Background: an optimization exercise with open tools, aiming at small area and a short achievable clock period. Do not read the settings as production practice.
Where RTL was checked, it was by simulation tests only, not by an equivalence proof against the original.
No functional check of the RTL was part of runs 3 to 5.
Power and IR drop assume default switching activity.

==> flow/design.v <==
module cordic(CosX,SinX,theta,Sign,clock,reset);
	output [16:0] CosX,SinX;
	input  [15:0] theta;
	input  Sign,clock,reset;
	reg [15:0] X;
	reg [16:0] Y;
	reg [13:0] Z;
	reg        S1;             
	reg        zsr;            
	reg [3:0]  sh;             
	wire zs = zsr;
	wire last = (sh == 4'd14);
	wire [13:0] atan =
		(sh == 4'd1)  ? 14'd3593 : (sh == 4'd2)  ? 14'd1824 :
		(sh == 4'd3)  ? 14'd916  : (sh == 4'd4)  ? 14'd458  :
		(sh == 4'd5)  ? 14'd229  : (sh == 4'd6)  ? 14'd115  :
		(sh == 4'd7)  ? 14'd57   : (sh == 4'd8)  ? 14'd29   :
		(sh == 4'd9)  ? 14'd14   : (sh == 4'd10) ? 14'd7    :
		(sh == 4'd11) ? 14'd4    : (sh == 4'd12) ? 14'd2    :
		(sh == 4'd13) ? 14'd1    : 14'd0;
	wire first = (sh == 4'd0);
	wire [13:0] zop = first ? (S1 ? 14'd4720 : (zs ? -14'd4719 : 14'd14447)) : (atan ^ {14{~zs}});
	wire zci = ~first & ~zs;
	wire b = X[15];
	wire ysame = &(Y[15:0] ~^ {16{Y[16]}});      
	wire neg = last & (Y[16] ^ (ysame & b & (Y[16] ^ zs)));
	wire [16:0] yx = Y ^ {17{~zs}};
	wire [32:0] yext = {{17{yx[16]}}, yx[16:1]} >> sh;
	wire [15:0] yop = yext[15:0];
	wire [15:0] xx = X ^ {16{zs}};
	wire fillx = zs & ~neg;
	wire [32:0] xext = {{18{fillx}}, xx[15:1] ^ {neg, 14'd0}} >> sh;
	wire [16:0] xop = xext[16:0];
	wire [15:0] ylow = Y[15:0] & ~(16'hFFFE << sh);
	wire yc = Y[16] & (|ylow);
	wire cx = yc ^ ~zs;
	wire cy = zs;
	wire [16:0] ya = Y ^ {17{neg}};
	wire [15:0] SumX; addx ax(.a(X), .b(yop), .ci(cx), .s(SumX));
	wire [16:0] SumY; addy ay(.a(ya), .b(xop), .ci(cy), .s(SumY));
	wire [13:0] SumZ; addz az(.a(Z), .b(zop), .ci(zci), .s(SumZ));
	wire t45 = theta[13] & theta[11] & theta[10] & theta[8];
	always @(posedge clock)
		if (reset) begin
			sh <= 4'd0;
			X <= 16'h9B74;
			Y <= Sign ? 17'h1648C : 17'h09B74;
			Z <= theta[13:0] ^ {14{Sign}};
			S1 <= Sign;
			zsr <= ~Sign & ~t45;
		end else begin
			sh <= sh + 4'd1;
			X <= SumX;
			Y <= {SumY[16] | neg, SumY[15:0]};
			Z <= SumZ;
			S1 <= 1'b0;
			zsr <= SumZ[13];
		end
	assign CosX = {1'b0, X};
	assign SinX = Y;
endmodule
module addx(input [15:0] a, input [15:0] b, input ci, output [15:0] s);
  wire [15:0] p = a ^ b;
  wire [15:0] g = a & b;
  wire g0c = g[0] | (p[0] & ci);
  wire gn1 = g[1] | (p[1] & g0c);
  wire gn2 = g[3] | (p[3] & g[2]);
  wire pn2 = p[3] & p[2];
  wire gn3 = g[5] | (p[5] & g[4]);
  wire pn3 = p[5] & p[4];
  wire gn4 = g[7] | (p[7] & g[6]);
  wire pn4 = p[7] & p[6];
  wire gn5 = g[9] | (p[9] & g[8]);
  wire pn5 = p[9] & p[8];
  wire gn6 = g[11] | (p[11] & g[10]);
  wire pn6 = p[11] & p[10];
  wire gn7 = g[13] | (p[13] & g[12]);
  wire pn7 = p[13] & p[12];
  wire gn8 = g[15] | (p[15] & g[14]);
  wire pn8 = p[15] & p[14];
  wire gn9 = gn2 | (pn2 & gn1);
  wire gn10 = gn4 | (pn4 & gn3);
  wire pn10 = pn4 & pn3;
  wire gn11 = gn6 | (pn6 & gn5);
  wire pn11 = pn6 & pn5;
  wire gn12 = gn8 | (pn8 & gn7);
  wire pn12 = pn8 & pn7;
  wire gn13 = gn10 | (pn10 & gn9);
  wire gn14 = gn12 | (pn12 & gn11);
  wire pn14 = pn12 & pn11;
  wire gn15 = gn14 | (pn14 & gn13);
  wire gn16 = gn11 | (pn11 & gn13);
  wire gn17 = gn3 | (pn3 & gn9);
  wire gn18 = gn5 | (pn5 & gn13);
  wire gn19 = gn7 | (pn7 & gn16);
  wire gn20 = g[2] | (p[2] & gn1);
  wire gn21 = g[4] | (p[4] & gn9);
  wire gn22 = g[6] | (p[6] & gn17);
  wire gn23 = g[8] | (p[8] & gn13);
  wire gn24 = g[10] | (p[10] & gn18);
  wire gn25 = g[12] | (p[12] & gn16);
  wire gn26 = g[14] | (p[14] & gn19);
  wire [15:0] c = {gn26, gn19, gn25, gn16, gn24, gn18, gn23, gn13, gn22, gn17, gn21, gn9, gn20, gn1, g0c, ci};
  assign s = p ^ c;
endmodule
module addy(input [16:0] a, input [16:0] b, input ci, output [16:0] s);
  wire [16:0] p = a ^ b;
  wire [16:0] g = a & b;
  wire g0c = g[0] | (p[0] & ci);
  wire gn1 = g[1] | (p[1] & g0c);
  wire gn2 = g[3] | (p[3] & g[2]);
  wire pn2 = p[3] & p[2];
  wire gn3 = g[5] | (p[5] & g[4]);
  wire pn3 = p[5] & p[4];
  wire gn4 = g[7] | (p[7] & g[6]);
  wire pn4 = p[7] & p[6];
  wire gn5 = g[9] | (p[9] & g[8]);
  wire pn5 = p[9] & p[8];
  wire gn6 = g[11] | (p[11] & g[10]);
  wire pn6 = p[11] & p[10];
  wire gn7 = g[13] | (p[13] & g[12]);
  wire pn7 = p[13] & p[12];
  wire gn8 = g[15] | (p[15] & g[14]);
  wire pn8 = p[15] & p[14];
  wire gn9 = gn2 | (pn2 & gn1);
  wire gn10 = gn4 | (pn4 & gn3);
  wire pn10 = pn4 & pn3;
  wire gn11 = gn6 | (pn6 & gn5);
  wire pn11 = pn6 & pn5;
  wire gn12 = gn8 | (pn8 & gn7);
  wire pn12 = pn8 & pn7;
  wire gn13 = gn10 | (pn10 & gn9);
  wire gn14 = gn12 | (pn12 & gn11);
  wire pn14 = pn12 & pn11;
  wire gn15 = gn14 | (pn14 & gn13);
  wire gn16 = gn11 | (pn11 & gn13);
  wire gn17 = gn3 | (pn3 & gn9);
  wire gn18 = gn5 | (pn5 & gn13);
  wire gn19 = gn7 | (pn7 & gn16);
  wire gn20 = g[2] | (p[2] & gn1);
  wire gn21 = g[4] | (p[4] & gn9);
  wire gn22 = g[6] | (p[6] & gn17);
  wire gn23 = g[8] | (p[8] & gn13);
  wire gn24 = g[10] | (p[10] & gn18);
  wire gn25 = g[12] | (p[12] & gn16);
  wire gn26 = g[14] | (p[14] & gn19);
  wire gn27 = g[16] | (p[16] & gn15);
  wire [16:0] c = {gn15, gn26, gn19, gn25, gn16, gn24, gn18, gn23, gn13, gn22, gn17, gn21, gn9, gn20, gn1, g0c, ci};
  assign s = p ^ c;
endmodule
module addz(input [13:0] a, input [13:0] b, input ci, output [13:0] s);
  wire [13:0] p = a ^ b;
  wire [13:0] g = a & b;
  wire g0c = g[0] | (p[0] & ci);
  wire gn1 = g[1] | (p[1] & g0c);
  wire gn2 = g[3] | (p[3] & g[2]);
  wire pn2 = p[3] & p[2];
  wire gn3 = g[5] | (p[5] & g[4]);
  wire pn3 = p[5] & p[4];
  wire gn4 = g[7] | (p[7] & g[6]);
  wire pn4 = p[7] & p[6];
  wire gn5 = g[9] | (p[9] & g[8]);
  wire pn5 = p[9] & p[8];
  wire gn6 = g[11] | (p[11] & g[10]);
  wire pn6 = p[11] & p[10];
  wire gn7 = g[13] | (p[13] & g[12]);
  wire pn7 = p[13] & p[12];
  wire gn8 = gn2 | (pn2 & gn1);
  wire gn9 = gn4 | (pn4 & gn3);
  wire pn9 = pn4 & pn3;
  wire gn10 = gn6 | (pn6 & gn5);
  wire pn10 = pn6 & pn5;
  wire gn11 = gn9 | (pn9 & gn8);
  wire gn12 = gn10 | (pn10 & gn11);
  wire gn13 = gn3 | (pn3 & gn8);
  wire gn14 = gn5 | (pn5 & gn11);
  wire gn15 = gn7 | (pn7 & gn12);
  wire gn16 = g[2] | (p[2] & gn1);
  wire gn17 = g[4] | (p[4] & gn8);
  wire gn18 = g[6] | (p[6] & gn13);
  wire gn19 = g[8] | (p[8] & gn11);
  wire gn20 = g[10] | (p[10] & gn14);
  wire gn21 = g[12] | (p[12] & gn12);
  wire [13:0] c = {gn21, gn12, gn20, gn14, gn19, gn11, gn18, gn13, gn17, gn8, gn16, gn1, g0c, ci};
  assign s = p ^ c;
endmodule
==> flow/flow/run.sh <==
#!/bin/bash
# The standard layout (standard.sh) with these changes:
# repair_timing aims for a setup margin of 11.2 ns, ports get buf_2
# buffers, and Yosys maps no full or half adder cells (ADDER_MAP_FILE is
# empty, so ABC maps the adders as plain logic).
# make's output goes to flow_make.log here; each ORFS step logs under orfs/logs.
set -euo pipefail

sed -e "s|SETUP_SLACK_MARGIN=[0-9.]*|SETUP_SLACK_MARGIN=11.2 'BUFFER_PORTS_ARGS=-buffer_cell sky130_fd_sc_hd__buf_2' ADDER_MAP_FILE=|" standard.sh > my_standard.sh
bash my_standard.sh > flow_make.log 2>&1
==> flow/standard.sh <==
#!/bin/bash
# synth_recipe.tcl (not shown) runs the flow's synth.tcl, then flattens the netlist and writes it again
# the make line also repeats each setting of config.mk as NAME=value (left out here)
make -C /OpenROAD-flow-scripts/flow DESIGN_CONFIG=/design/flow/config.mk WORK_HOME=/design/flow/orfs CLKGATE_MAP_FILE= SYNTH_SCRIPT=/design/flow/synth_recipe.tcl "${@:-finish}"
==> flow/config.mk <==
export PLATFORM = sky130hd
export DESIGN_NAME = cordic
export DESIGN_NICKNAME = cordic
export VERILOG_FILES = /design/flow/design.v
export SDC_FILE = /design/flow/constraint.sdc
export NUM_CORES = 4
export LEC_CHECK = 0
export ABC_AREA = 1
export CAP_MARGIN = 20
export CORE_MARGIN = 2
export CORE_UTILIZATION = 50
export CTS_BUF_LIST = sky130_fd_sc_hd__clkbuf_8
export SETUP_SLACK_MARGIN = 0.5
export SLEW_MARGIN = 20
==> flow/constraint.sdc <==
create_clock -name core_clock -period 15.0 [get_ports {clock}]
set_input_delay 3.0000 -clock core_clock [delete_from_list [all_inputs] [get_ports {clock}]]
set_output_delay 3.0000 -clock core_clock [all_outputs]
set_load 0.01 [all_outputs]
==> results of run 1 <==
## synth_stat cells (all sizes together)
cell	number	area share, %
o2111ai	1	0.15
o221ai	3	0.45
o31ai	1	0.13
inv	126	8.1
nand4	3	0.43
or2	20	2.2
a221oi	3	0.45
o22ai	12	1.3
o21a	1	0.13
a211oi	4	0.51
o21bai	1	0.13
a31oi	2	0.21
and3	2	0.21
o21ai	96	8.6
conb	1	0.064
nor4	1	0.21
clkinv	1	0.064
a311oi	1	0.15
clkbuf	12	0.79
mux2i	6	1.0
o211ai	12	1.5
nor2	101	6.9
xor2	45	6.9
nand3b	4	0.51
nand3	66	6.6
buf	28	3.3
nand2	312	21
dfxtp	53	18
a21oi	46	4.1
a21o	1	0.13
a21boi	2	0.26
xnor2	29	4.5
nor3	8	0.69
## what timing repair did
action | in CTS | in global routing
setup buffers | 33 | 10
gates cloned | 1 | 1
endpoints found under the hold margin | 0 | 0
pin swaps | 0 | 2
gates resized for setup | 90 | 20
setup endpoints to repair | 68 | 60
## power by group
part | internal (mW) | switching [mW]
Combinational | 0.577 | 0.879
Sequential | 0.228 | 0.0426
Clock | 0.0539 | 0.0536
Total | 0.859 | 0.975
## flip-flops by register name, summed over array words and instances (netlist names)
register / cells
Y: 17
X: 16
zsr: 1
S1: 1
sh: 4
Z: 14
## area by class of cell
type | count | area (µm²)
Timing Repair Buffer | 97 | 855
Clock buffer | 6 | 82.6
Inverter | 127 | 492
Multi-Input combinational cell | 785 | 4080
Fill cell | 1181 | 4520
Tap cell | 143 | 179
Timing Repair inverter | 1 | 5.00
Clock inverter | 2 | 33.8
Sequential cell | 53 | 1170
## per-stage QoR
step / area [µm²] / hold slack [ps] / std cells / util, % / power [mW]
finish: 6900 / 547 / 1214 / 60.4 / 1.83
global route: 6900 / 563 / 1214 / 60.4 / 2.05
CTS: 6720 / 667 / 1203 / 58.8 / 1.80
detailed placement: 6060 / 618 / 1161 / 53.1 / 1.56
global placement: 6060 / 614 / 1161 / 53.1 / 1.56
floorplan: 5840 / 611 / 1004 / - / 1.30
## worst max path at each step
stage	slack, ps	start	cells after the start	end
after floorplan	11210	reset	6	Z[1]
after global placement	10490	sh[1]	27	Y[11]
after global routing	11140	zsr	27	X[15]
final	11170	Y[1]	1	SinX[1]
after CTS	11160	Y[1]	1	SinX[1]
after detailed placement	10480	sh[1]	27	Y[11]
## cell usage in the layout, fill, tap and decap left out, drive strengths merged, types with 2 or more instances in the layout
cell type / netlist / routed
a211oi: 4 / 4
a21boi: 2 / 2
a21oi: 46 / 46
a221oi: 3 / 3
a31oi: 2 / 2
and3: 2 / 2
buf: 28 / 97
clkbuf: 12 / 6
clkinvlp: 0 / 3
dfxtp: 53 / 53
inv: 126 / 126
mux2i: 6 / 6
nand2: 312 / 312
nand3: 66 / 67
nand3b: 4 / 4
nand4: 3 / 3
nor2: 101 / 101
nor3: 8 / 8
o211ai: 12 / 12
o21ai: 96 / 96
o221ai: 3 / 3
o22ai: 12 / 12
or2: 20 / 20
xnor2: 29 / 29
xor2: 45 / 45
## cell families (layout without fill, tap and decap cells)
group / after synthesis / count (layout) / synth area share (%)
buffers and inverters: 167 / 233 / 12.3
xor gates and xnor gates: 74 / 74 / 11.4
and+or+nand+nor: 517 / 518 / 38.9
DFF: 53 / 53 / 18.2
AOI/OAI and AO/OA: 186 / 186 / 18.2
other: 1 / 1 / 0.0642
muxes: 6 / 6 / 1.03
## layer usage
layer / routed length [µm] / GRT usage [%] / vias to the layer above / part of all wire (%)
li1: - / - / 3341 / -
met1: 7900 / 37.1 / 2767 / 46
met2: 7960 / 47.2 / 169 / 46
met3: 915 / 3.94 / 36 / 5.3
met4: 429 / 8.13 / 0 / 2.5
met5: 0 / 0 / - / 0
==> flow_metrics.tcl, run 1 <==
set metrics [dict create \
    outcome "finished clean" \
    wl_per_cell_um 14.2 \
    first_pass_iters 5 \
    cp_slowest_cell "dfxtp_4" \
    die_w_um 112 \
    r2r_setup_slack_ps 11510 \
    cts_tree "built" \
    path_cells "buf_6" \
    area_growth_pct 18.1 \
    fin_ws_ps 11170 \
    finalClockSkew_ps 12.9 \
    min_from "sh[0]" \
    crit_type "reg2out" \
    gr-total-overflow 0 \
    first_iter_violations 476 \
    yosys_warnings 1 \
    io_buffer_count 49 \
    reg2reg_depth 27 \
    cp.arrival_ps 830 \
    critPathTopFamily "flip-flops" \
    r2r-start "zsr" \
    irDropWorstVdd_mv 0.167 \
    synth_cell_types 55 \
    final_nets 1089 \
    synth_area_per_cell_um2 5.81 \
    finalHoldViolCount 0 \
    ys_ff_latch 53 \
    grt_pass1_wl_um 28300 \
    max-cap-violations 0 \
    clk_transition_reported_paths_ps 110 \
    fin_tns_setup_ps 0 \
    path_buf_inv 1 \
    dp_slack_ps 10480 \
    start_util_pct 51.1 \
    antenna_found_initial 0 \
    routabilityCongestion 0.905 \
    num_vias 6313 \
    synthCells 1004 \
    fmax_mhz 261 \
    r2r_end "X[15]" \
    core_mm2 0.0114 \
    root_buffer "clkbuf_8" \
    antenna_left 0 \
    ios 53 \
    n_antenna_cell 0 \
    synth_fp_nets 1023 \
    drc_errors 0 \
    clk_latency_ps 340 \
    yosysSeqAreaShare_pct 18.2 \
    syn-cell-area_mm2 0.00584 \
    hold_end "sh[0]" \
    worstPathRequired_ps 12000 \
    drive_gt1_share_pct 20.2 \
    rsz0062_at_grt "true" \
    worst_pin_slew_ps 607 \
    holdPathStages 1 \
    slew-limit-headroom_pct 59.5 \
    post-route-period-util_pct 25.6 \
    cp-start-kind "register" \
    wl_um 17200 \
    layout_min_cycle_time_ps 3830 \
    hold_buffers 0 \
    critPathCaptureType "primary output" \
    slew_viol_final 0 \
    grt_pass1_vias 5818 \
    grt_max_degree 47 \
    setup_viol 0 \
    rows 39 \
    grt_use_total_pct 27.8 \
    dp_hpwl_um 12500 \
    h-tree-depth 2 \
    min_path_type "reg2reg" \
    cp_slowest_stage_delay_ps 370 \
    cts_sinks 53 \
    dieArea_mm2 0.0126 \
    numCtsBuffers 5 \
    cts_max_path_buffers 2 \
    power_density_mw_per_mm2 266 \
    viasPerCell 5.20 \
    fp.dieH_um 112 \
    p_leak_nw 3.49 \
    critPathMaxFanout 2 \
]
==> inputs of run 2 (changes only) <==
==> flow/flow/run.sh (replaced) <==
#!/bin/bash
# The standard layout (standard.sh) with these changes:
# repair_timing aims for a setup margin of 10.9 ns, ports get buf_2
# buffers, and Yosys maps no full or half adder cells (ADDER_MAP_FILE is
# empty, so ABC maps the adders as plain logic).
# make's output goes to flow_make.log here; each ORFS step logs under orfs/logs.
set -euo pipefail

sed -e "s|SETUP_SLACK_MARGIN=[0-9.]*|SETUP_SLACK_MARGIN=10.9 'BUFFER_PORTS_ARGS=-buffer_cell sky130_fd_sc_hd__buf_2' ADDER_MAP_FILE=|" standard.sh > my_standard.sh
bash my_standard.sh > flow_make.log 2>&1
==> flow_metrics.tcl, run 2 <==
set metrics [dict create \
    final_cell_area_mm2 0.00624 \
    synth_fp_nets 1023 \
    p_leak_nw 3.19 \
    switching_share_pct 57.1 \
    cp-start-kind "register" \
    first_pass_iters 5 \
    dieArea_mm2 0.0126 \
    largestRegisters "Y (17), X (16), Z (14)" \
    synth_ff_type "dfxtp_1" \
    fin_tns_setup_ps 0 \
    yosys-top-cells-area "nand2_1 19%, dfxtp_1 18%, inv_1 7.5%, xor2_1 6.6%, nor2_1 6.2%" \
    synth_common_cells "290 x nand2_1, 116 x inv_1, 97 x nor2_1" \
    r2r_end "X[15]" \
    synth_area_per_cell_um2 5.81 \
    critPathTopFamily "flip-flops" \
    p_sw_mw 0.957 \
    cts_max_path_buffers 2 \
    grt_pass1_vias 5564 \
    slew-limit-headroom_pct 59.5 \
    largest_register "Y" \
    seqPwrFrac_pct 18.4 \
    area_growth_pct 6.88 \
    io_buffer_count 49 \
    ys_ff_latch 53 \
    cts_sinks 53 \
    first_iter_violations 496 \
    root_buffer "clkbuf_8" \
    worst_pin_slew_ps 607 \
    die_w_um 112 \
    layout_common_cells "290 x nand2_1, 114 x inv_1, 96 x nor2_1" \
    yosys_warnings 1 \
    gr-total-overflow 0 \
    final_common_cell "nand2_1" \
    cp_slowest_stage_delay_ps 540 \
    post-route-period-util_pct 27.2 \
    critPathMaxFanout 6 \
    fmax_mhz 245 \
    comb_power_share_pct 76.2 \
    fp.dieH_um 112 \
    outcome "finished clean" \
    antenna_found_initial 0 \
    rsz0062_at_grt "false" \
    core_mm2 0.0114 \
    start_util_pct 51.1 \
    r2r_setup_slack_ps 11250 \
    viasPerCell 5.27 \
    clk_latency_ps 350 \
    power_density_mw_per_mm2 269 \
    finalClockSkew_ps 11.7 \
    clock_power_share_pct 5.4 \
    yosysSeqAreaShare_pct 18.2 \
    min_path_type "reg2reg" \
    clk_transition_reported_paths_ps 110 \
    n_antenna_cell 0 \
    grt_use_total_pct 27.1 \
    synth_top_area_share_pct 18.6 \
    holdWs_ps 424 \
    slew_viol_final 0 \
    max-cap-violations 0 \
    drc_errors 0 \
    synth_top_cell_by_area "nand2_1" \
    crit_type "reg2out" \
    largest_reg_flops 17 \
    antenna_left 0 \
    routabilityCongestion 0.921 \
    synth_cell_types 55 \
    wl_per_cell_um 14.3 \
    layout_min_cycle_time_ps 4080 \
    cp_slowest_cell "dfxtp_1" \
    synthCells 1004 \
    setup_viol 0 \
    crit_start "Y[4]" \
    num_vias 6183 \
    grt_pass1_wl_um 27500 \
    syn-cell-area_mm2 0.00584 \
    ios 53 \
    final_nets 1048 \
    path_buf_inv 1 \
    yosysMostFrequentCell "nand2_1" \
    p_int_mw 0.720 \
    dpl-instance-area_mm2 0.00606 \
    grt_max_degree 47 \
    drive_gt1_share_pct 14.8 \
    critPathCaptureType "primary output" \
    wl_um 16800 \
    h-tree-depth 2 \
    irDropWorstVdd_mv 0.142 \
    crit_end "SinX[4]" \
    rows 39 \
    total_power_mw 1.68 \
    r2r-start "sh[3]" \
    async_flop_share_pct 0 \
    cp.arrival_ps 1080 \
    path_cells "buf_2" \
    cts_tree "built" \
    numCtsBuffers 5 \
    reg2reg_depth 25 \
    worstPathRequired_ps 12000 \
    crit_cells 1 \
    synth-edff-count 0 \
    finalHoldViolCount 0 \
    num-fill-cells 1233 \
    dp_hpwl_um 12500 \
]
==> run 2: per-stage QoR <==
step | worst slack (ps) | util (%) | cells
after floorplan | 11050 | - | 1004
after global placement | 10410 | 53.1 | 1161
after detailed placement | 10410 | 53.1 | 1161
after CTS | 10900 | 54.1 | 1170
after global routing | 10900 | 54.6 | 1173
final | 10920 | 54.6 | 1173
==> run 2: power by group through the flow <==
| stage | Sequential [mW] | Clock, mW | Combinational [mW] |
|---|---|---|---|
| after floorplan | 0.287 | 0 | 1.01 |
| after global placement | 0.306 | 0 | 1.25 |
| after detailed placement | 0.306 | 0 | 1.26 |
| after CTS | 0.304 | 0.0953 | 1.27 |
| after global routing | 0.315 | 0.0987 | 1.46 |
| final | 0.308 | 0.0906 | 1.28 |
==> run 2: worst min-delay path by stage <==
stage / from / depth (start not counted) / slack [ps] / to
global placement: sh[0] / 1 / 400 / sh[0]
detailed placement: sh[0] / 1 / 410 / sh[0]
global route: sh[0] / 1 / 440 / sh[0]
finish: sh[0] / 1 / 420 / sh[0]
CTS: sh[0] / 1 / 430 / sh[0]
floorplan: Z[13] / 4 / 610 / Z[13]
==> run 2: what timing repair did <==
item / 4_1_cts / 5_1_grt
hold buffers: 0 / 0
buffers inserted: 0 / 2
resized for setup: 9 / 17
gates cloned: 1 / 1
pin swaps: 0 / 2
setup endpoints to repair: 18 / 34
==> run 2: cell families (layout without fill, tap and decap cells) <==
family          after synthesis  count (layout)  synth area share (%)
xor+xnor                     74              74                  11.4
simple gates                517             518                  38.9
mux                           6               6                  1.03
compound gates              186             186                  18.2
other cells                   1               1                0.0642
flops                        53              53                  18.2
buf+inv                     167             192                  12.3
==> run 2: area by class of cell <==
| class | instances | area (µm²) | share of cell area (%) |
|---|---|---|---|
| Clock buffer | 5 | 68.8 | 1.10 |
| Inverter | 127 | 490 | 7.86 |
| Clock inverter | 3 | 21.3 | 0.341 |
| Tap cell | 143 | 179 | 2.87 |
| Timing Repair Buffer | 56 | 313 | 5.01 |
| Multi-Input combinational cell | 785 | 4080 | 65.3 |
| Sequential cell | 53 | 1080 | 17.4 |
| Timing Repair inverter | 1 | 5.00 | 0.0802 |
==> run 2: metal layers <==
| metal | part of all wire [%] | vias up | global-route usage, % |
|---|---|---|---|
| li1 | - | 3262 | - |
| met1 | 48 | 2746 | 36.6 |
| met2 | 46 | 162 | 46.2 |
| met3 | 5.1 | 13 | 3.94 |
| met4 | 1.2 | 0 | 6.34 |
| met5 | 0 | - | 0 |
==> inputs of run 3 (changes only) <==
--- a/flow/design.v
+++ b/flow/design.v
@@ -6,5 +6,4 @@
 	reg [16:0] Y;
 	reg [13:0] Z;
-	reg        S1;             
 	reg        zsr;            
 	reg [3:0]  sh;             
@@ -20,5 +19,5 @@
 		(sh == 4'd13) ? 14'd1    : 14'd0;
 	wire first = (sh == 4'd0);
-	wire [13:0] zop = first ? (S1 ? 14'd4720 : (zs ? -14'd4719 : 14'd14447)) : (atan ^ {14{~zs}});
+	wire [13:0] zop = first ? (Y[16] ? 14'd4720 : (zs ? -14'd4719 : 14'd14447)) : (atan ^ {14{~zs}});
 	wire zci = ~first & ~zs;
 	wire b = X[15];
@@ -47,5 +46,4 @@
 			Y <= Sign ? 17'h1648C : 17'h09B74;
 			Z <= theta[13:0] ^ {14{Sign}};
-			S1 <= Sign;
 			zsr <= ~Sign & ~t45;
 		end else begin
@@ -54,5 +52,4 @@
 			Y <= {SumY[16] | neg, SumY[15:0]};
 			Z <= SumZ;
-			S1 <= 1'b0;
 			zsr <= SumZ[13];
 		end
==> flow_metrics.tcl, run 3 <==
set metrics [dict create \
    largestRegisters "Y (17), X (16), Z (14)" \
    fmax_mhz 245 \
    largest_register "Y" \
    final_nets 1021 \
    async_flop_share_pct 0 \
    num_vias 6354 \
    dieArea_mm2 0.0124 \
    wl_per_cell_um 15.2 \
    synth_fp_nets 995 \
    path_buf_inv 1 \
    largest_reg_flops 17 \
    wl_met3_um 1050 \
    final_cell_area_mm2 0.00621 \
    top_layer "met4" \
    cp.arrival_ps 1080 \
    critPathCaptureType "primary output" \
    antenna_found_initial 0 \
    grt_max_degree 52 \
    fin_tns_setup_ps 0 \
    synth_common_cells "288 x nand2_1, 94 x inv_1, 86 x nor2_1" \
    post-route-period-util_pct 27.2 \
    n_antenna_cell 0 \
    worst_pin_slew_ps 699 \
    yosys_warnings 1 \
    fp.dieH_um 112 \
    layout_min_cycle_time_ps 4080 \
    critPathTopFamily "flip-flops" \
    yosysMostFrequentCell "nand2_1" \
    crit_end "SinX[9]" \
    yosysSeqAreaShare_pct 18.0 \
    gr-total-overflow 0 \
    final_common_cell "nand2_1" \
    cts_tree "built" \
    start_util_pct 50.9 \
    finalClockSkew_ps 9.08 \
    routed-wl-met2_um 7830 \
    viasPerCell 5.54 \
    setup_viol 0 \
    ios 53 \
    antenna_left 0 \
    r2r_setup_slack_ps 11330 \
    slew-limit-headroom_pct 52.8 \
    grt_use_total_pct 27.7 \
    grt_pass1_wl_um 28300 \
    synthCells 976 \
    min_path_type "reg2reg" \
    synth_top_area_share_pct 18.7 \
    slew_viol_final 0 \
    ys_ff_latch 52 \
    drive_gt1_share_pct 15.9 \
    io_buffer_count 49 \
    cp-start-kind "register" \
    p_leak_nw 3.14 \
    drt-met1-wl_um 8140 \
    syn-cell-area_mm2 0.00578 \
    layout_common_cells "288 x nand2_1, 94 x inv_1, 85 x nor2_1" \
    synth_cell_types 54 \
    routabilityCongestion 0.907 \
    root_buffer "clkbuf_8" \
    die_w_um 112 \
    r2r-start "zsr" \
    synth_area_per_cell_um2 5.93 \
    irDropWorstVdd_mv 0.169 \
    critPathMaxFanout 6 \
    h-tree-depth 2 \
    crit_start "Y[9]" \
    yosys-top-cells-area "nand2_1 19%, dfxtp_1 18%, xor2_1 6.2%, o21ai_0 6.1%, inv_1 6.1%" \
    cp_slowest_cell "dfxtp_1" \
    area_growth_pct 7.42 \
    cp_slowest_stage_delay_ps 540 \
    dpl-instance-area_mm2 0.00597 \
    synth_top_cell_by_area "nand2_1" \
    rsz0062_at_grt "false" \
    cts_sinks 52 \
    wl_um 17400 \
    reg2reg_depth 28 \
    dp_hpwl_um 13000 \
    first_pass_iters 5 \
    outcome "finished clean" \
    numCtsBuffers 5 \
    cts_max_path_buffers 2 \
    first_iter_violations 437 \
    grt_pass1_vias 5703 \
    clk_latency_ps 340 \
    path_cells "buf_2" \
    core_mm2 0.0114 \
    crit_type "reg2out" \
    synth_ff_type "dfxtp_1" \
    rows 39 \
    crit_cells 1 \
    power_density_mw_per_mm2 275 \
    max-cap-violations 0 \
    drc_errors 0 \
    clk_transition_reported_paths_ps 110 \
    synth-edff-count 0 \
    worstPathRequired_ps 12000 \
    r2r_end "X[15]" \
    finalHoldViolCount 0 \
]
[run 3: cell types whose count changed after synthesis, sizes merged, moves of 3 or more]
cell and change:
clkbuf -3, or2 -4, nor2 -7, o221ai +5, inv -16, nand2 +4, a21o +4, a21oi -9
o22ai -4, buf +3, o21ai +3, xor2 -4, xnor2 +3
[run 3: cells by family (layout without fill, tap and decap cells)]
kind of cell / Yosys count / after routing / share of synthesized area (%)
AOI/OAI and AO/OA: 187 / 187 / 19.4
xor gates and xnor gates: 73 / 73 / 11.2
buffers and inverters: 150 / 176 / 12.0
DFF: 52 / 52 / 18.0
muxes: 6 / 6 / 1.04
other: 1 / 1 / 0.0648
and+or+nand+nor: 507 / 508 / 38.4
[run 3: worst min-delay path by stage]
stage          depth (start not counted)     to   from
4_1_cts                                3   X[0]   X[0]
2_1_floorplan                          2  X[15]  X[15]
3_3_place_gp                           3   X[0]   X[0]
6_report                               3   X[0]   X[0]
5_1_grt                                2  sh[3]  sh[2]
3_5_place_dp                           3   X[0]   X[0]
[run 3: final cells by class]
cell class                 count  area [µm²]
fill                        1192        5160
multi-input combinational    775        4090
sequential                    52        1060
inverter                     110         429
timing repair buffer          58         365
tap                          143         179
clock buffer                   6        82.6
clock inverter                 2        11.3
[run 3: metal layers]
metal	up-vias	GRT usage, %
met5	-	0
met1	2881	38.2
met4	0	8.81
met2	231	45.1
li1	3202	-
met3	40	3.86
[run 3: power by group]
| part | switching, mW | internal, mW | total [mW] | leakage, nW |
|---|---|---|---|---|
| clock network | 0.0548 | 0.0371 | 0.0919 | 0.0486 |
| registers | 0.0949 | 0.209 | 0.304 | 0.438 |
| logic | 0.825 | 0.488 | 1.31 | 2.66 |
[run 3: per-stage QoR]
| stage | power, mW | hold WS, ps | std cells | worst slack [ps] | util (%) |
|---|---|---|---|---|---|
| 3_3_place_gp | 1.54 | 592 | 1132 | 9680 | 52.5 |
| 3_5_place_dp | 1.57 | 622 | 1132 | 9650 | 52.5 |
| 5_1_grt | 1.91 | 688 | 1146 | 10900 | 54.6 |
| 4_1_cts | 1.68 | 639 | 1140 | 10820 | 53.5 |
| 2_1_floorplan | 1.32 | 606 | 976 | 11020 | - |
| 6_report | 1.71 | 630 | 1146 | 10920 | 54.6 |
[run 3: worst reg2reg max path, delay by kind of cell (launching register included)]
| family | cells | cell delay (ps) |
|---|---|---|
| AND/OR/NAND/NOR | 17 | 1600 |
| AO/OA/AOI/OAI | 7 | 960 |
| buffers and inverters | 3 | 510 |
| flip-flops | 1 | 370 |
| XOR/XNOR | 1 | 140 |
[run 3: repair_timing]
item                                    in CTS  in global routing
buffers inserted                             0                  4
gates cloned                                 0                  2
hold buffers                                 0                  0
endpoints found under the setup margin      29                 35
pin swaps                                    0                  1
gates resized for setup                      8                 19
==> inputs of run 4 (changes only) <==
==> flow/flow/run.sh (replaced) <==
#!/bin/bash
# The standard layout (standard.sh) with these changes:
# repair_timing aims for a setup margin of 11.05 ns, ports get buf_2
# buffers, and Yosys maps no full or half adder cells (ADDER_MAP_FILE is
# empty, so ABC maps the adders as plain logic).
# make's output goes to flow_make.log here; each ORFS step logs under orfs/logs.
set -euo pipefail

sed -e "s|SETUP_SLACK_MARGIN=[0-9.]*|SETUP_SLACK_MARGIN=11.05 'BUFFER_PORTS_ARGS=-buffer_cell sky130_fd_sc_hd__buf_2' ADDER_MAP_FILE=|" standard.sh > my_standard.sh
bash my_standard.sh > flow_make.log 2>&1
==> flow_metrics.tcl, run 4 <==
set metrics [dict create \
    p_leak_nw 3.13 \
    io_buffer_count 49 \
    grt_pass1_vias 5655 \
    cts_sinks 52 \
    rsz0062_at_grt "false" \
    min_path_type "reg2reg" \
    num_vias 6347 \
    yosysSeqAreaShare_pct 18.0 \
    cts_max_path_buffers 2 \
    clk_latency_ps 340 \
    power_density_mw_per_mm2 275 \
    path_buf_inv 1 \
    slew_viol_final 0 \
    wl_per_cell_um 15.3 \
    synth_cell_types 54 \
    critPathTopFamily "flip-flops" \
    yosys_warnings 1 \
    die_w_um 112 \
    yosysMostFrequentCell "nand2_1" \
    ios 53 \
    layout_min_cycle_time_ps 3920 \
    cp_slowest_stage_delay_ps 420 \
    start_util_pct 50.9 \
    synth_top_area_share_pct 18.7 \
    fmax_mhz 255 \
    synth_common_cells "288 x nand2_1, 94 x inv_1, 86 x nor2_1" \
    fin_ws_ps 11080 \
    setup_viol 0 \
    rows 39 \
    area_growth_pct 7.81 \
    final_nets 1019 \
    dpl-instance-area_mm2 0.00598 \
    slew-limit-headroom_pct 65.3 \
    largest_reg_flops 17 \
    grt_max_degree 52 \
    grt_use_total_pct 27.2 \
    postCtsSetupBuffers 0 \
    cp.arrival_ps 920 \
    critPathMaxFanout 4 \
    outcome "finished clean" \
    total_power_mw 1.71 \
    post-route-period-util_pct 26.1 \
    core_mm2 0.0114 \
    critPathCaptureType "primary output" \
    ys_ff_latch 52 \
    dp_slack_ps 10380 \
    first_iter_violations 578 \
    min_from "X[0]" \
    synth_ff_type "dfxtp_1" \
    antenna_found_initial 0 \
    synth_fp_nets 995 \
    first_pass_iters 5 \
    synth_top_cell_by_area "nand2_1" \
    root_buffer "clkbuf_8" \
    grt_pass1_wl_um 27500 \
    crit_type "reg2out" \
    yosys-top-cells-area "nand2_1 19%, dfxtp_1 18%, xor2_1 6.2%, o21ai_0 6.1%, inv_1 6.1%" \
    final_cell_area_mm2 0.00624 \
    finalHoldViolCount 0 \
    holdWs_ps 621 \
    hold_buffers 0 \
    dp_hpwl_um 13100 \
    largestRegisters "Y (17), X (16), Z (14)" \
    fin_tns_setup_ps 0 \
    n_antenna_cell 0 \
    cts_tree "built" \
    largest_register "Y" \
    r2r-start "zsr" \
    fp.dieH_um 112 \
    num-fill-cells 1187 \
    drc_errors 0 \
    worstPathRequired_ps 12000 \
    cp_slowest_cell "dfxtp_1" \
    antenna_left 0 \
    crit_start "X[14]" \
    clk_transition_reported_paths_ps 100 \
    synthCells 976 \
    wl_um 17500 \
    max-cap-violations 0 \
    final_common_cell "nand2_1" \
    dieArea_mm2 0.0124 \
    layout_common_cells "286 x nand2_1, 94 x inv_1, 86 x nor2_1" \
    drive_gt1_share_pct 17.1 \
    path_cells "buf_2" \
    numCtsBuffers 5 \
    synth_area_per_cell_um2 5.93 \
    worst_pin_slew_ps 515 \
    routabilityCongestion 0.915 \
    finalClockSkew_ps 8.90 \
    synth-edff-count 0 \
    irDropWorstVdd_mv 0.166 \
    gr-total-overflow 0 \
    async_flop_share_pct 0 \
    h-tree-depth 2 \
    cp-start-kind "register" \
    syn-cell-area_mm2 0.00578 \
    viasPerCell 5.55 \
]
run 4: area by class of cell:
cell class | count | area, µm² | area share [%]
clock inverter | 2 | 12.5 | 0.201
clock buffer | 5 | 68.8 | 1.10
multi-input combinational | 775 | 4090 | 65.6
timing repair buffer | 56 | 345 | 5.54
inverter | 110 | 430 | 6.90
sequential | 52 | 1110 | 17.8
tap | 143 | 179 | 2.87
run 4: worst reg2reg max path, delay by kind of cell, from the launching register on:
family / cells / cell delay, ps
simple gates: 17 / 1510
compound gates: 7 / 970
flops: 1 / 370
xor+xnor: 1 / 150
buf+inv: 3 / 500
run 4: routing by layer:
metal | track usage (%) | wire (µm) | vias up
met5 | 0 | 0 | -
met4 | 7.98 | 329 | 0
met3 | 3.43 | 1020 | 27
met2 | 46.4 | 8090 | 206
met1 | 36.1 | 8040 | 2913
li1 | - | - | 3201
run 4: worst paths after layout:
path / slack, ps / cells after the start / end
worst max-delay path: 11080 / 1 / CosX[14]
worst min-delay path: 620 / 3 / X[0]
worst max register to register: 11420 / 28 / X[15]
worst min register to register: 620 / 3 / X[0]
run 4: report_power, final:
| part | leakage [nW] | switching (mW) | internal [mW] |
|---|---|---|---|
| Sequential | 0.442 | 0.0928 | 0.221 |
| Combinational | 2.65 | 0.826 | 0.489 |
| Clock | 0.0400 | 0.0521 | 0.0318 |
run 4: per-stage QoR:
| stage | util, % | std cells |
|---|---|---|
| 4_1_cts | 53.8 | 1141 |
| 6_report | 54.8 | 1143 |
| 2_1_floorplan | - | 976 |
| 5_1_grt | 54.8 | 1143 |
| 3_5_place_dp | 52.6 | 1134 |
| 3_3_place_gp | 52.6 | 1134 |
run 4: logic make-up after synthesis:
group,synth area share [%]
multiplexers,1.04
flip-flops,18.0
other,0.0648
XOR/XNOR,11.2
AO/OA/AOI/OAI,19.4
AND/OR/NAND/NOR,38.4
buffers and inverters,12.0
run 4: timing repair:
action / CTS / global route
setup endpoints to repair: 50 / 42
pin swaps: 0 / 1
endpoints found under the hold margin: 0 / 0
gates resized for setup: 28 / 31
cloned: 0 / 2
==> inputs of run 5 (changes only) <==
--- a/flow/design.v
+++ b/flow/design.v
@@ -4,7 +4,8 @@
 	input  Sign,clock,reset;
 	reg [15:0] X;
-	reg [16:0] Y;
-	reg [13:0] Z;
+	reg [16:0] Y;              
+	reg [13:0] Z;              
 	reg        zsr;            
+	reg        S;              
 	reg [3:0]  sh;             
 	wire zs = zsr;
@@ -19,9 +20,12 @@
 		(sh == 4'd13) ? 14'd1    : 14'd0;
 	wire first = (sh == 4'd0);
-	wire [13:0] zop = first ? (Y[16] ? 14'd4720 : (zs ? -14'd4719 : 14'd14447)) : (atan ^ {14{~zs}});
-	wire zci = ~first & ~zs;
+	wire [13:0] zop = first ? (zs ? -14'd4720 : -14'd18322) : (atan ^ {14{~zs}});
+	wire zci = first ? ~S : ~zs;
 	wire b = X[15];
 	wire ysame = &(Y[15:0] ~^ {16{Y[16]}});      
-	wire neg = last & (Y[16] ^ (ysame & b & (Y[16] ^ zs)));
+	wire yneg = Y[16] ^ (ysame & b & (Y[16] ^ zs));
+	wire yzero = ysame & (Y[16] ? (b & ~zs) : ~b);
+	wire neg = last & yneg;
+	wire ssign = (yneg ^ S) & ~yzero;
 	wire [16:0] yx = Y ^ {17{~zs}};
 	wire [32:0] yext = {{17{yx[16]}}, yx[16:1]} >> sh;
@@ -44,11 +48,12 @@
 			sh <= 4'd0;
 			X <= 16'h9B74;
-			Y <= Sign ? 17'h1648C : 17'h09B74;
-			Z <= theta[13:0] ^ {14{Sign}};
-			zsr <= ~Sign & ~t45;
+			Y <= 17'h09B74;
+			Z <= theta[13:0];
+			zsr <= Sign | ~t45;
+			S <= Sign;
 		end else begin
 			sh <= sh + 4'd1;
 			X <= SumX;
-			Y <= {SumY[16] | neg, SumY[15:0]};
+			Y <= {last ? ssign : SumY[16], SumY[15:0]};
 			Z <= SumZ;
 			zsr <= SumZ[13];
==> flow_metrics.tcl, run 5 <==
set metrics [dict create \
    h-tree-depth 2 \
    worstPathRequired_ps 12000 \
    max-cap-violations 0 \
    synth_top_area_share_pct 20.3 \
    power_density_mw_per_mm2 246 \
    start_util_pct 50.6 \
    p_int_mw 0.672 \
    total_power_mw 1.54 \
    synth_ff_type "dfxtp_1" \
    clk_transition_reported_paths_ps 110 \
    numCtsBuffers 5 \
    layout_min_cycle_time_ps 3920 \
    first_pass_iters 5 \
    cts_max_path_buffers 2 \
    cts_sinks 53 \
    first_iter_violations 531 \
    grt_pass1_vias 5614 \
    cts_tree "built" \
    crit_type "reg2out" \
    largestRegisters "Y (17), X (16), Z (14)" \
    post-route-period-util_pct 26.1 \
    rsz0062_at_grt "false" \
    min_path_type "reg2reg" \
    async_flop_share_pct 0 \
    finish.utilization_pct 55.3 \
    yosys_warnings 2 \
    antenna_left 0 \
    fmax_mhz 255 \
    path_cells "buf_2" \
    yosys-top-cells-area "nand2_1 20%, dfxtp_1 18%, inv_1 6.7%, o21ai_0 6.5%, xor2_1 6.0%" \
    critPathCaptureType "primary output" \
    grt_max_degree 51 \
    setup_viol 0 \
    clock_power_share_pct 5.7 \
    p_sw_mw 0.868 \
    gr-total-overflow 0 \
    fin_tns_setup_ps 0 \
    drc_errors 0 \
    drive_gt1_share_pct 17.5 \
    viasPerCell 5.31 \
    routabilityCongestion 0.908 \
    p_leak_nw 3.20 \
    largest_reg_flops 17 \
    yosysMostFrequentCell "nand2_1" \
    io_buffer_count 49 \
    finalHoldViolCount 0 \
    synth_fp_nets 1003 \
    cp-start-kind "register" \
    slew-limit-headroom_pct 49.9 \
    yosysSeqAreaShare_pct 18.7 \
    comb_power_share_pct 75.8 \
    ys_ff_latch 53 \
    holdWs_ps 622 \
    synth_top_cell_by_area "nand2_1" \
    num-fill-cells 1206 \
    area_growth_pct 9.19 \
    ios 53 \
    rows 39 \
    outcome "finished clean" \
    final_common_cell "nand2_1" \
    synth-edff-count 1 \
    clk_latency_ps 340 \
    irDropWorstVdd_mv 0.126 \
    n_antenna_cell 0 \
    largest_register "Y" \
    cp_slowest_cell "dfxtp_4" \
    seqPwrFrac_pct 18.5 \
    root_buffer "clkbuf_8" \
    antenna_found_initial 0 \
    synthCells 984 \
    synth_common_cells "310 x nand2_1, 102 x inv_1, 80 x nor2_1" \
    die_w_um 111 \
    critPathMaxFanout 6 \
    core_mm2 0.0113 \
    cp.arrival_ps 920 \
    critPathTopFamily "flip-flops" \
    num_vias 6178 \
    grt_pass1_wl_um 27800 \
    synth_area_per_cell_um2 5.82 \
    wl_um 17000 \
    path_buf_inv 1 \
    grt_use_total_pct 27.5 \
    fp.dieH_um 111 \
    finalClockSkew_ps 11.5 \
    switching_share_pct 56.4 \
    final_nets 1038 \
    layout_common_cells "310 x nand2_1, 101 x inv_1, 80 x nor2_1" \
    slew_viol_final 0 \
    dieArea_mm2 0.0123 \
    worst_pin_slew_ps 749 \
    wl_per_cell_um 14.6 \
    dp_hpwl_um 12600 \
    syn-cell-area_mm2 0.00573 \
    cp_slowest_stage_delay_ps 420 \
    synth_cell_types 53 \
]
==> run 5: cell count changes in the layout (fill, tap and decap cells not counted), sizes merged, moves of 3 or more <==
cell and delta:
buf +9, o211ai -5, o21ai -4, or2 -5, clkinvlp +4, a21oi +12
xnor2 -4, inv +12, nor2 -9, o221ai -5, nand3b +3, nand2 +17
nand3 -4
==> run 5: worst paths after layout <==
kind / startpoint / depth (start not counted) / end / slack, ps
worst min register to register: X[14] / 3 / X[15] / 620
worst min-delay path: X[14] / 3 / X[15] / 620
worst max-delay path: Y[12] / 1 / SinX[12] / 11080
worst max register to register: sh[3] / 24 / X[15] / 11410
==> run 5: area by class of cell <==
type                            count  area (µm²)  share of cell area, %
Inverter                          124         475                   7.60
Sequential cell                    53        1120                   17.9
Tap cell                          143         179                   2.86
Multi-Input combinational cell    770        3990                   63.7
Timing Repair inverter              1        7.51                  0.120
Clock inverter                      3        18.8                  0.300
Clock buffer                        5        68.8                   1.10
Timing Repair Buffer               64         398                   6.36
==> run 5: timing repair <==
| action | in CTS | in global routing |
|---|---|---|
| hold buffers | 0 | 0 |
| pin swaps | 0 | 1 |
| resized for setup | 26 | 18 |
| cloned | 0 | 2 |
| setup endpoints to repair | 50 | 26 |
| setup buffers | 1 | 6 |
==> run 5: power groups by stage <==
stage                     registers, mW  logic (mW)  clock network (mW)
after floorplan                   0.272       0.908                   0
after global placement            0.275        1.11                   0
after detailed placement          0.276        1.14                   0
after CTS                         0.280        1.15              0.0907
after global routing              0.294        1.34              0.0960
final                             0.284        1.17              0.0875
==> run 5: cells by family after synthesis <==
group                  after synthesis  share of synthesized area, %
buffers and inverters              161                          11.9
XOR/XNOR                            67                          10.2
AND/OR/NAND/NOR                    512                          39.9
flip-flops                          53                          18.7
multiplexers                         4                         0.699
other                                1                        0.0655
AO/OA/AOI/OAI                      186                          18.5
==> run 5: stage by stage <==
stage,instance area (µm²),cells,setup WS (ps)
5_1_grt,6260,1163,11050
6_report,6260,1163,11080
2_1_floorplan,5730,984,11080
4_1_cts,6130,1155,11060
3_5_place_dp,5990,1146,10270
3_3_place_gp,5990,1146,10340
==> run 5: per-layer routing <==
layer,track usage (%),vias to the layer above,part of all wire [%]
met5,0,-,0
met4,5.10,0,1.1
met3,3.61,14,5.1
met2,45.8,172,46
met1,38.6,2787,48
li1,-,3205,-
==> inputs of run 6 (changes only) <==
--- a/flow/design.v
+++ b/flow/design.v
@@ -23,5 +23,5 @@
 	wire zci = first ? ~S : ~zs;
 	wire b = X[15];
-	wire ysame = &(Y[15:0] ~^ {16{Y[16]}});      
+	wire ysame = Y[16] ? &Y[2:0] : ~|Y[15:0];   
 	wire yneg = Y[16] ^ (ysame & b & (Y[16] ^ zs));
 	wire yzero = ysame & (Y[16] ? (b & ~zs) : ~b);
@@ -39,5 +39,5 @@
 	wire cx = yc ^ ~zs;
 	wire cy = zs;
-	wire [16:0] ya = Y ^ {17{neg}};
+	wire [16:0] ya = {Y[16:3], Y[2:0] ^ {3{neg}}};
 	wire [15:0] SumX; addx ax(.a(X), .b(yop), .ci(cx), .s(SumX));
 	wire [16:0] SumY; addy ay(.a(ya), .b(xop), .ci(cy), .s(SumY));
@@ -55,5 +55,5 @@
 			sh <= sh + 4'd1;
 			X <= SumX;
-			Y <= {last ? ssign : SumY[16], SumY[15:0]};
+			Y <= {last ? ssign : SumY[16], SumY[15:3] & {13{~neg}}, SumY[2:0]};
 			Z <= SumZ;
 			zsr <= SumZ[13];
--- a/flow/config.mk
+++ b/flow/config.mk
@@ -13,2 +13,3 @@
 export SETUP_SLACK_MARGIN = 0.5
 export SLEW_MARGIN = 20
+export TNS_END_PERCENT = 10
==> flow_metrics.tcl, run 6 <==
set metrics [dict create \
    outcome "finished clean" \
    irDropWorstVdd_mv 0.174 \
    largestRegisters "Y (17), X (16), Z (14)" \
    yosys-top-cells-area "nand2_1 20%, dfxtp_1 19%, inv_1 5.7%, nor2_1 5.6%, nand3_1 4.9%" \
    h-tree-depth 2 \
    first_pass_iters 5 \
    yosysMostFrequentCell "nand2_1" \
    n_antenna_cell 0 \
    layout_common_cells "301 x nand2_1, 85 x inv_1, 84 x nor2_1" \
    critPathMaxFanout 5 \
    final_common_cell "nand2_1" \
    ys_ff_latch 53 \
    clk_transition_reported_paths_ps 110 \
    core_mm2 0.0109 \
    synth_common_cells "301 x nand2_1, 85 x inv_1, 84 x nor2_1" \
    dp_hpwl_um 12300 \
    async_flop_share_pct 0 \
    path_cells "buf_2" \
    finalClockSkew_ps 10.7 \
    yosysSeqAreaShare_pct 19.2 \
    fmax_mhz 249 \
    rows 38 \
    crit_cells 1 \
    crit_end "SinX[11]" \
    antenna_left 0 \
    post-route-period-util_pct 26.8 \
    seqCellArea_mm2 0.00108 \
    gr-total-overflow 0 \
    max-cap-violations 0 \
    power_density_mw_per_mm2 253 \
    multi_input_area_mm2 0.00386 \
    holdWs_ps 643 \
    wl_per_cell_um 14.4 \
    synth_fp_nets 971 \
    drc_errors 0 \
    synth_cell_types 56 \
    slew_viol_final 0 \
    dieArea_mm2 0.0120 \
    synth_top_cell_by_area "nand2_1" \
    first_iter_violations 354 \
    layout_min_cycle_time_ps 4020 \
    setup_viol 0 \
    die_w_um 110 \
    clk_latency_ps 350 \
    wl_um 16100 \
    num-fill-cells 1175 \
    worst_pin_slew_ps 721 \
    slew-limit-headroom_pct 51.8 \
    critPathTopFamily "flip-flops" \
    grt_pass1_wl_um 25900 \
    cts_max_path_buffers 2 \
    cp.arrival_ps 1020 \
    fp.dieH_um 110 \
    cts_sinks 53 \
    synth_ff_type "dfxtp_1" \
    path_buf_inv 1 \
    io_buffer_count 49 \
    largest_reg_flops 17 \
    yosys_warnings 2 \
    rsz0062_at_grt "true" \
    area_growth_pct 6.52 \
    num_vias 5914 \
    antenna_found_initial 0 \
    r2r_setup_slack_ps 11410 \
    r2r-start "sh[1]" \
    root_buffer "clkbuf_8" \
    fin_tns_setup_ps 0 \
    largest_register "Y" \
    cp_slowest_stage_delay_ps 480 \
    grt_use_total_pct 27.8 \
    crit_type "reg2out" \
    viasPerCell 5.30 \
    synthCells 952 \
    grt_max_degree 48 \
    drive_gt1_share_pct 17.1 \
    numCtsBuffers 5 \
    cp-start-kind "register" \
    cp_slowest_cell "dfxtp_1" \
    synth_area_per_cell_um2 5.86 \
    cts_tree "built" \
    reg2reg_depth 30 \
    final_nets 994 \
    ios 53 \
    synth_top_area_share_pct 20.2 \
    start_util_pct 51.3 \
    grt_pass1_vias 5475 \
    routabilityCongestion 0.943 \
    min_path_type "reg2reg" \
    r2r_end "Y[15]" \
    worstPathRequired_ps 12000 \
    p_leak_nw 3.10 \
    finalHoldViolCount 0 \
    critPathCaptureType "primary output" \
    syn-cell-area_mm2 0.00558 \
    crit_start "Y[11]" \
    synth-edff-count 1 \
]
==> run 6: cell types whose count changed in the layout (fill, tap and decap cells not counted), moves of 7 or more <==
cell / before / now
nand2_1: 310 / 301
buf_4: 13 / 4
dfxtp_1: 30 / 41
xor2_1: 38 / 31
dfxtp_4: 9 / 0
nand3_1: 44 / 55
o21ai_0: 74 / 49
a21oi_1: 46 / 32
nand2_2: 18 / 36
o21ai_1: 19 / 40
nand3_2: 16 / 7
inv_1: 101 / 85
==> run 6: kinds of logic after synthesis <==
group	Yosys count	synth area share [%]
buffers and inverters	146	11.7
muxes	4	0.717
DFF	53	19.2
and+or+nand+nor	528	41.8
adders and majority gates	1	0.179
AOI/OAI and AO/OA	160	16.6
xor gates and xnor gates	59	9.80
other	1	0.0672
==> run 6: area by class of cell <==
class                      instances  share of cell area [%]
sequential                        53                    18.2
timing repair buffer              54                    4.92
clock buffer                       6                    1.39
inverter                         108                    6.99
multi-input combinational        753                    64.9
tap                              140                    2.95
clock inverter                     2                   0.631
==> run 6: per-stage QoR <==
step,area [µm²],setup slack (ps),utilization [%],power (mW),std cells
6_report,5950,10980,54.6,1.50,1116
4_1_cts,5930,10940,54.5,1.50,1116
3_5_place_dp,5800,9900,53.2,1.38,1108
2_1_floorplan,5580,11240,-,1.16,952
3_3_place_gp,5800,9920,53.2,1.35,1108
5_1_grt,5950,10960,54.6,1.67,1116
==> run 6: worst min path at each step <==
stage / startpoint / endpoint / slack [ps] / cells after the start
final: X[14] / X[15] / 640 / 3
after global routing: X[14] / X[15] / 670 / 3
after CTS: Z[12] / Z[13] / 640 / 4
after global placement: Z[13] / zsr / 600 / 3
after detailed placement: X[14] / X[15] / 620 / 3
after floorplan: Z[12] / Z[13] / 580 / 4
==> run 6: power by group <==
group | switching, mW | total, mW | leakage, nW | internal (mW)
Combinational | 0.712 | 1.12 | 2.60 | 0.404
Sequential | 0.0681 | 0.274 | 0.445 | 0.206
Clock | 0.0580 | 0.112 | 0.0574 | 0.0544
Total | 0.838 | 1.50 | 3.10 | 0.665
==> run 6: repair_timing <==
item	CTS	global route
endpoints found under the setup margin	60	39
cloned	0	0
gates resized for setup	9	8
setup buffers	0	0
hold buffers	0	0
==> run 6: routing by layer <==
metal	part of all wire [%]	vias up	GRT usage (%)
met2	47	148	47.4
li1	-	3082	-
met3	4.5	23	4.15
met4	2.3	0	10.0
met5	0	-	0
met1	46	2661	35.4
==> inputs of run 7 (changes only) <==
--- a/flow/config.mk
+++ b/flow/config.mk
@@ -13,3 +13,2 @@
 export SETUP_SLACK_MARGIN = 0.5
 export SLEW_MARGIN = 20
-export TNS_END_PERCENT = 10
==> flow_metrics.tcl, run 7 <==
set metrics [dict create \
    outcome "finished clean" \
    max-cap-violations 0 \
    reg2reg_depth 30 \
    cp-start-kind "register" \
    finalClockSkew_ps 12.0 \
    wl_per_cell_um 14.4 \
    largest_reg_flops 17 \
    dpl-instance-area_mm2 0.00580 \
    gr-total-overflow 0 \
    yosys_warnings 2 \
    grt_max_degree 48 \
    largestRegisters "Y (17), X (16), Z (14)" \
    switching_share_pct 55.5 \
    total_power_mw 1.51 \
    slew-limit-headroom_pct 51.0 \
    synth_fp_nets 971 \
    p_sw_mw 0.838 \
    synth-edff-count 1 \
    p_int_mw 0.672 \
    crit_type "reg2out" \
    cp_slowest_stage_delay_ps 440 \
    drt-met1-wl_um 7440 \
    die_w_um 110 \
    clk_latency_ps 350 \
    async_flop_share_pct 0 \
    layout_min_cycle_time_ps 3950 \
    routed-wl-met2_um 7590 \
    antenna_left 0 \
    slew_viol_final 0 \
    cts_tree "built" \
    final_common_cell "nand2_1" \
    grt_pass1_vias 5479 \
    fmax_mhz 253 \
    ios 53 \
    fin_ws_ps 11050 \
    final_nets 994 \
    worstPathRequired_ps 12000 \
    root_buffer "clkbuf_8" \
    fp.dieH_um 110 \
    io_buffer_count 49 \
    synth_area_per_cell_um2 5.86 \
    core_mm2 0.0109 \
    holdPathStages 3 \
    rows 38 \
    grt_pass1_wl_um 25900 \
    dp_slack_ps 9900 \
    layout_common_cells "301 x nand2_1, 85 x inv_1, 84 x nor2_1" \
    drive_gt1_share_pct 18.5 \
    power_density_mw_per_mm2 252 \
    wl_met3_um 705 \
    critPathCaptureType "primary output" \
    r2r-start "sh[1]" \
    cts_sinks 53 \
    clk_transition_reported_paths_ps 110 \
    first_pass_iters 5 \
    top_layer "met4" \
    dp_hpwl_um 12300 \
    yosysMostFrequentCell "nand2_1" \
    clock_power_share_pct 7.5 \
    rsz0062_at_grt "true" \
    synth_top_area_share_pct 20.2 \
    worst_pin_slew_ps 734 \
    numCtsBuffers 5 \
    p_leak_nw 3.10 \
    postCtsSetupBuffers 0 \
    antenna_found_initial 0 \
    syn-cell-area_mm2 0.00558 \
    num-fill-cells 1164 \
    drc_errors 0 \
    final_cell_area_mm2 0.00598 \
    path_buf_inv 1 \
    synth_ff_type "dfxtp_1" \
    yosysSeqAreaShare_pct 19.2 \
    setup_viol 0 \
    path_cells "buf_2" \
    post-route-period-util_pct 26.3 \
    area_growth_pct 7.22 \
    hold_end "X[15]" \
    r2r_setup_slack_ps 11410 \
    irDropWorstVdd_mv 0.174 \
    first_iter_violations 317 \
    dieArea_mm2 0.0120 \
    ys_ff_latch 53 \
    comb_power_share_pct 73.9 \
    start_util_pct 51.3 \
    synth_cell_types 56 \
    routabilityCongestion 0.943 \
    critPathTopFamily "flip-flops" \
    synth_common_cells "301 x nand2_1, 85 x inv_1, 84 x nor2_1" \
    finalHoldViolCount 0 \
    r2r_end "Y[15]" \
    min_from "X[14]" \
    cp_slowest_cell "dfxtp_2" \
    synthCells 952 \
    n_antenna_cell 0 \
    yosys-top-cells-area "nand2_1 20%, dfxtp_1 19%, inv_1 5.7%, nor2_1 5.6%, nand3_1 4.9%" \
    grt_use_total_pct 27.8 \
    min_path_type "reg2reg" \
    cp.arrival_ps 950 \
    critPathMaxFanout 6 \
    largest_register "Y" \
    seqPwrFrac_pct 18.6 \
    num_vias 5932 \
    viasPerCell 5.32 \
    cts_max_path_buffers 2 \
    h-tree-depth 2 \
    wl_um 16100 \
    fin_tns_setup_ps 0 \
    synth_top_cell_by_area "nand2_1" \
]
-- run 7: cell count changes in the layout (fill, tap and decap cells not counted) --
cell / before / now
buf_4: 4 / 3
dfxtp_2: 11 / 18
buf_6: 2 / 3
dfxtp_4: 0 / 7
dfxtp_1: 41 / 27
-- run 7: per-stage QoR --
| stage | utilization, % | hold slack [ps] | cells |
|---|---|---|---|
| 2_1_floorplan | - | 583 | 952 |
| 3_3_place_gp | 53.2 | 596 | 1108 |
| 3_5_place_dp | 53.2 | 616 | 1108 |
| 4_1_cts | 54.8 | 631 | 1116 |
| 5_1_grt | 55.0 | 645 | 1116 |
| 6_report | 55.0 | 621 | 1116 |
-- run 7: timing repair --
| action | 4_1_cts | 5_1_grt |
|---|---|---|
| hold buffers | 0 | 0 |
| resized for setup | 29 | 10 |
| setup endpoints to repair | 60 | 21 |
| pin swaps | 0 | 0 |
-- run 7: cell type report --
class,instances,area (µm²),share of cell area [%]
Multi-Input combinational cell,753,3860,64.5
Sequential cell,53,1120,18.7
Inverter,108,415,6.94
Timing Repair Buffer,54,297,4.96
Tap cell,140,175,2.93
Clock buffer,6,82.6,1.38
Clock inverter,2,37.5,0.627
-- run 7: power groups by stage --
stage	clock, mW	combinational (mW)	sequential [mW]
6_report	0.113	1.12	0.281
3_3_place_gp	0	1.08	0.272
3_5_place_dp	0	1.10	0.273
5_1_grt	0.118	1.28	0.288
2_1_floorplan	0	0.887	0.269
4_1_cts	0.115	1.11	0.278
-- run 7: kinds of logic after synthesis --
group           count (synthesis)  share of synthesized area [%]
buf+inv                       146                           11.7
mux                             4                          0.717
simple gates                  528                           41.8
xor+xnor                       59                           9.80
fa+ha+maj                       1                          0.179
compound gates                160                           16.6
other cells                     1                         0.0672
flops                          53                           19.2
-- run 7: per-layer routing --
metal,GRT usage (%),vias to the layer above
li1,-,3088
met1,35.4,2677
met2,47.5,145
met3,4.15,22
met4,10.0,0
met5,0,-
-- run 7: how the worst max path moves through the flow --
stage,startpoint,endpoint,cells after the start
2_1_floorplan,reset,X[4],4
3_3_place_gp,reset,Y[10],5
3_5_place_dp,reset,Y[10],5
4_1_cts,reset,Y[10],5
5_1_grt,sh[1],Y[15],26
6_report,Y[9],SinX[9],1
==> inputs of run 8 (changes only) <==
--- a/flow/config.mk
+++ b/flow/config.mk
@@ -9,5 +9,5 @@
 export CAP_MARGIN = 20
 export CORE_MARGIN = 2
-export CORE_UTILIZATION = 50
+export CORE_UTILIZATION = 55
 export CTS_BUF_LIST = sky130_fd_sc_hd__clkbuf_8
 export SETUP_SLACK_MARGIN = 0.5
==> flow_metrics.tcl, run 8 <==
set metrics [dict create \
    place_inst 1101 \
    cts_max_path_buffers 2 \
    cp-start-kind "register" \
    layout_common_cells "300 x nand2_1, 86 x inv_1, 84 x nor2_1" \
    synth_common_cells "301 x nand2_1, 85 x inv_1, 84 x nor2_1" \
    cts_sinks 53 \
    irDropWorstVdd_mv 0.152 \
    p_leak_nw 3.10 \
    outcome "finished clean" \
    cp_slowest_stage_delay_ps 440 \
    first_iter_violations 388 \
    clock_power_share_pct 6.7 \
    max-cap-violations 0 \
    rsz0062_at_grt "true" \
    finalHoldViolCount 0 \
    antenna_left 0 \
    die_w_um 105 \
    grt_pass1_wl_um 25800 \
    finalClockSkew_ps 9.56 \
    area_growth_pct 6.57 \
    crit_start "Y[13]" \
    postCtsSetupBuffers 0 \
    io_buffer_count 49 \
    largestRegisters "Y (17), X (16), Z (14)" \
    n_antenna_cell 0 \
    r2r-start "sh[1]" \
    clk_transition_reported_paths_ps 100 \
    comb_power_share_pct 74.9 \
    antenna_found_initial 0 \
    cp.arrival_ps 930 \
    viasPerCell 5.44 \
    core_mm2 0.00982 \
    h-tree-depth 2 \
    cts_tree "built" \
    critPathCaptureType "primary output" \
    drive_gt1_share_pct 18.0 \
    ys_ff_latch 53 \
    largest_register "Y" \
    p_sw_mw 0.832 \
    setup_viol 0 \
    first_pass_iters 5 \
    synth_cell_types 56 \
    min_path_type "reg2reg" \
    fin_tns_setup_ps 0 \
    dieArea_mm2 0.0110 \
    synth_fp_nets 971 \
    wl_per_cell_um 14.0 \
    synth-edff-count 1 \
    final_common_cell "nand2_1" \
    ios 53 \
    path_buf_inv 1 \
    yosys_warnings 2 \
    num_vias 6035 \
    synthCells 952 \
    seqPwrFrac_pct 18.4 \
    slew_viol_final 0 \
    rows 36 \
    path_cells "buf_2" \
    yosysSeqAreaShare_pct 19.2 \
    async_flop_share_pct 0 \
    routabilityCongestion 0.957 \
    syn-cell-area_mm2 0.00558 \
    holdWs_ps 618 \
    clk_latency_ps 330 \
    worstPathRequired_ps 12000 \
    start_util_pct 56.8 \
    synth_area_per_cell_um2 5.86 \
    gr-total-overflow 0 \
    largest_reg_flops 17 \
    instances_no_fill 1109 \
    post-route-period-util_pct 26.2 \
    grt_use_total_pct 28.7 \
    root_buffer "clkbuf_8" \
    worst_pin_slew_ps 674 \
    slew-limit-headroom_pct 55.0 \
    wl_um 15500 \
    critPathTopFamily "flip-flops" \
    min_from "Z[13]" \
    drc_errors 0 \
    dp_hpwl_um 12000 \
    yosys-top-cells-area "nand2_1 20%, dfxtp_1 19%, inv_1 5.7%, nor2_1 5.6%, nand3_1 4.9%" \
    fp.dieH_um 105 \
    layout_min_cycle_time_ps 3930 \
    fmax_mhz 255 \
    switching_share_pct 55.6 \
    synth_ff_type "dfxtp_1" \
    synth_top_area_share_pct 20.2 \
    critPathMaxFanout 6 \
    synth_top_cell_by_area "nand2_1" \
    yosysMostFrequentCell "nand2_1" \
    crit_type "reg2out" \
    cp_slowest_cell "dfxtp_2" \
    p_int_mw 0.663 \
    grt_pass1_vias 5562 \
    power_density_mw_per_mm2 251 \
    numCtsBuffers 5 \
    grt_max_degree 48 \
    final_nets 994 \
    dp_slack_ps 9920 \
    fin_ws_ps 11070 \
]
==> run 8: repair_timing <==
item / in CTS / in global routing
cloned: 0 / 0
endpoints found under the setup margin: 53 / 25
hold buffers: 0 / 0
gates resized for setup: 18 / 11
==> run 8: routing by layer <==
layer	up-vias	part of all wire (%)	GRT usage, %
met5	-	0	0
met1	2725	44	36.5
met3	31	5.9	4.05
li1	3082	-	-
met4	0	2.1	9.14
met2	197	48	49.7
==> run 8: cell type report <==
type                            instances  area (µm²)
Multi-Input combinational cell        753        3860
Tap cell                              133         166
Fill cell                            1032        3870
Inverter                              108         413
Clock inverter                          3        38.8
Sequential cell                        53        1100
Clock buffer                            5        68.8
Timing Repair Buffer                   54         300
==> run 8: kinds of logic after synthesis <==
family	after synthesis	share of synthesized area, %
compound gates	160	16.6
simple gates	528	41.8
buf+inv	146	11.7
xor+xnor	59	9.80
flops	53	19.2
fa+ha+maj	1	0.179
other cells	1	0.0672
mux	4	0.717
==> run 8: final timing paths <==
kind / cells after the start / end / slack, ps
setup / recovery: 1 / SinX[13] / 11070
hold / removal: 3 / zsr / 620
setup reg to reg: 30 / Y[15] / 11450
hold reg to reg: 3 / zsr / 620
==> run 8: power by group through the flow <==
stage / Sequential, mW / Combinational, mW / Clock [mW]
floorplan: 0.269 / 0.887 / 0
global placement: 0.271 / 1.07 / 0
detailed placement: 0.272 / 1.10 / 0
CTS: 0.272 / 1.11 / 0.102
global route: 0.282 / 1.28 / 0.108
finish: 0.275 / 1.12 / 0.0999
==> run 8: per-stage QoR <==
step                      total power [mW]  cell area (µm²)  utilization, %
after CTS                             1.48             5920            60.3
after floorplan                       1.16             5580               -
after detailed placement              1.38             5790            58.9
after global placement                1.34             5790            58.9
final                                 1.49             5950            60.6
after global routing                  1.67             5950            60.6

-- separate check: timing with driven ports --
The flow's constraints put no driver on any port. The routed layouts listed below were extracted and timed again, unchanged, in two steps.
Step 1, drivers: a clkbuf_16 drives clock and a buf_2 each remaining input, both assumed.
Step 2 moves the port delays by t, midway between the first and last clock arrival at a register: inputs arrive t later, outputs are due t later. That takes back most of the time a late clock gives input paths.
Slacks: ideal / step 1 / step 2; pairs: ideal / step 1.
run	t, ns	setup slack, ns	worst slew at a driven data input, ns
run 1	0.371	11.165 / 11.131 / 10.947	0.04
run 2	0.380	10.923 / 10.884 / 10.729	0.03
run 3	0.371	10.922 / 10.887 / 10.679	0.03
run 4	0.371	11.083 / 11.043 / 10.794	0.03
run 5	0.376	11.081 / 11.044 / 10.923	0.03
run 6	0.385	10.981 / 10.945 / 10.657	0.03
run 7	0.385	11.050 / 11.014 / 10.761	0.04
run 8	0.358	11.072 / 11.035 / 10.878	0.04
After both steps every run listed still meets setup and hold. For run 6, which loses most, drivers alone change the setup slack by -0.036 ns; drivers and shift together by -0.324 ns.
